From an optimization exercise on the open Yosys and OpenROAD flow, aimed at small area; shortcuts taken in it are not production practice. Only simulation tests tie the RTL to the original design; equivalence was not proved. No driver is modelled on the clock port, so clocking that relies on it looks cheaper here than on a real chip. Power figures rest on the tool's default switching activity, not on a simulated workload.

the baseline:
## Decoder
module Decoder(
    input wire              clk_390p625M        ,
    input wire              rst_n               ,
    input wire [63:0]       data_from_CDR       ,
    input wire [ 1:0]       sync_warning_ctrl   ,
    input wire [ 7:0]       resync_ctrl         ,
    input wire              monitor_EN          ,
    output logic            prbs31_sync_ready   ,
    output logic [9:0]      error_bit_count     ,
    output logic            decoder_sync_ready  ,
    output logic            decoder_sync_warning,
    output logic [1567:0]   data_1568bit        ,
    output logic [29:0]     packet_count        ,
    output logic [21:0]     error_packet_count  ,
    output logic            crc10_check_result
);
    assign prbs31_sync_ready = 1'b0;
    assign error_bit_count   = '0;
    localparam logic [2:0] S_ALIGN = 3'b000;
    localparam logic [2:0] S_IDLEB = 3'b001;
    localparam logic [2:0] S_SYNC  = 3'b011;
    localparam logic [2:0] S_UNST  = 3'b010;
    localparam logic [2:0] S_OOS   = 3'b110;
    logic [62:0]    dly_data;
    wire  [126:0]   dtc = {data_from_CDR, dly_data};
    logic [2:0]     bs_state;
    logic [2:0]     bs_next;
    logic [63:0]    ptr;
    logic [10:0]    cnt;
    logic           ovf;
    logic           align;
    logic           idle_res;
    logic           bs_rdy;
    logic           idle_en;
    logic [63:0]    dal;
    logic [63:0]    dal_tmp;
    always_ff @(posedge clk_390p625M or negedge rst_n) begin
        if (!rst_n) dly_data[62] <= 1'b0;
        else        dly_data[62] <= data_from_CDR[62];
    end
    always_ff @(posedge clk_390p625M) begin
  ...
Size: roughly 13000 cells after synthesis, about 3700 flip-flops, about 130000 um2 of cells after synthesis.
==> flow/config.mk <==
export PLATFORM = sky130hd
export DESIGN_NAME = Decoder
export DESIGN_NICKNAME = Decoder
export VERILOG_FILES = /design/flow/design.v
export SDC_FILE = /design/flow/constraint.sdc
export NUM_CORES = 8
export LEC_CHECK = 0
export CAP_MARGIN = 20
export CORE_MARGIN = 2
export CORE_UTILIZATION = 50
export PLACE_DENSITY = 0.6
export SLEW_MARGIN = 20
==> flow/constraint.sdc <==
create_clock -name core_clock -period 8.5 [get_ports {clk_390p625M}]
set_input_delay 1.7000 -clock core_clock [delete_from_list [all_inputs] [get_ports {clk_390p625M}]]
set_output_delay 1.7000 -clock core_clock [all_outputs]
set_load 0.01 [all_outputs]
standard.sh (not shown) runs the stock make flow with config.mk's settings and CLKGATE_MAP_FILE= SYNTH_SCRIPT=/design/flow/synth_recipe.tcl, a recipe that flattens the netlist after the stock synthesis.
==> flow/flow/run.sh <==
#!/bin/bash
# Own layout flow: the standard layout (standard.sh), with buf_1 port
# buffers and a clock tree of clkbuf_8 without dummy loads.
export BUFFER_PORTS_ARGS="-buffer_cell sky130_fd_sc_hd__buf_1"
export CTS_ARGS="-sink_clustering_enable -repair_clock_nets -dont_use_dummy_load -buf_list sky130_fd_sc_hd__clkbuf_8 -sink_clustering_size 16 -sink_clustering_max_diameter 50"
bash standard.sh > standard.log 2>&1
Modified inputs, the candidate compared to the baseline
- a change of CORE_UTILIZATION from 50 to 30
- a change of PLACE_DENSITY from 0.6 to 0.4
==> flow/run.sh (new file) <==
#!/bin/bash
# synth_recipe.tcl (not shown) runs the flow's synth.tcl, then flattens the netlist and writes it again
# the make line also repeats each setting of config.mk as NAME=value (left out here)
make -C /OpenROAD-flow-scripts/flow DESIGN_CONFIG=/design/flow/config.mk WORK_HOME=/design/flow/orfs CLKGATE_MAP_FILE= SYNTH_SCRIPT=/design/flow/synth_recipe.tcl finish
removed: flow/flow/run.sh
removed: flow/standard.sh
--- outcome ---
Compared to the baseline, the candidate shows a wider setup margin.
Taking the baseline as 1.0, the candidate lands at 1.2 on wire length on met1.
The candidate against the baseline: net count reported at finish has increased; die boundary height saw an increase.
Between the baseline and the candidate, share of the clock period used by the worst path after layout decreased.
On final period demand of the worst path, the baseline loses to the candidate.


Another version of the RTL of Decoder (not shown whole).
Size in the first run: ~13000 cells after synthesis, about 1700 I/O pins, roughly 130000 um^2 of cells after synthesis.
export LEC_CHECK = 0
export CAP_MARGIN = 20
export CORE_MARGIN = 2
export CORE_UTILIZATION = 55
export PLACE_DENSITY = 0.65
export SLEW_MARGIN = 20
create_clock -name core_clock -period 8.5 [get_ports {clk_390p625M}]
==> flow/flow/run.sh <==
#!/bin/bash
# Own layout flow: the standard layout (standard.sh), with buf_1 port
# buffers, pins one track apart, a clock tree of clkbuf_8 without dummy loads,
# and a power-recovery resizing pass after clock tree synthesis.
export BUFFER_PORTS_ARGS="-buffer_cell sky130_fd_sc_hd__buf_1"
export PLACE_PINS_ARGS="-min_distance 1 -min_distance_in_tracks"
export CTS_ARGS="-sink_clustering_enable -repair_clock_nets -dont_use_dummy_load -buf_list sky130_fd_sc_hd__clkbuf_8 -sink_clustering_size 16 -sink_clustering_max_diameter 60"
export POST_CTS_TCL="$(pwd)/flow/recover.tcl"
bash standard.sh > standard.log 2>&1
==> flow/flow/recover.tcl <==
# After clock tree synthesis: downsize cells that have timing slack to spare
# (OpenRoad's power recovery), then legalize the placement again.
estimate_parasitics -placement
repair_timing -recover_power 100 -setup_margin 0.5
detailed_placement
check_placement -verbose
Rerun with:
--- a/flow/flow/run.sh
+++ b/flow/flow/run.sh
@@ -3,2 +3 @@
-# buffers, pins one track apart, a clock tree of clkbuf_8 without dummy loads,
-# and a power-recovery resizing pass after clock tree synthesis.
+# buffers, pins one track apart and a clock tree of clkbuf_8 without dummy loads.
@@ -8 +6,0 @@
-export POST_CTS_TCL="$(pwd)/flow/recover.tcl"
removed: flow/flow/recover.tcl
=> Routed wire length is about the same. Via count falls slightly. Die area stays the same. Global-route usage is about the same. Flip-flop and latch count does not change. Worst hold slack hardly moves. Worst setup slack got worse by 0.097 ns. Clock skew falls by 0.0078 ns. Sequential power barely changes. Count of clock-buffer cells in the layout stays the same.

## afterwards: timing with drivers on the ports
How much do the figures lean on ideal ports? The routed layouts below were timed once more, with nothing changed but the port constraints. Step 1: set_driving_cell puts a clkbuf_16 on clk_390p625M and a buf_2 on each other input, an assumption about the parent block. Step 2 also shifts input and output timing later by t, the mid clock arrival at the registers, as if the neighbouring blocks saw the same clock. Slacks: no drivers / after step 1 / after step 2; pairs: no drivers / after step 1.
| run | shift t [ns] | slack for setup (ns) | worst setup path at the end | latest minus earliest clock arrival (ns) | slew at the worst register clock pin (ns) |
|---|---|---|---|---|---|
| the baseline | 1.226 | 2.623 / 2.520 / 3.043 | register to register | 0.173 / 0.173 | 0.11 / 0.11 |
| the candidate | 1.085 | 2.660 / 2.537 / 2.877 | register to register | 0.042 / 0.042 | 0.06 / 0.06 |
| the first run of note 2 | 1.168 | 3.107 / 3.007 / 3.602 | register to register | 0.147 / 0.147 | 0.11 / 0.11 |
| the second run of note 2 | 1.170 | 3.010 / 2.908 / 3.552 | register to register | 0.135 / 0.135 | 0.11 / 0.11 |
After both steps setup and hold are still met in every run listed.
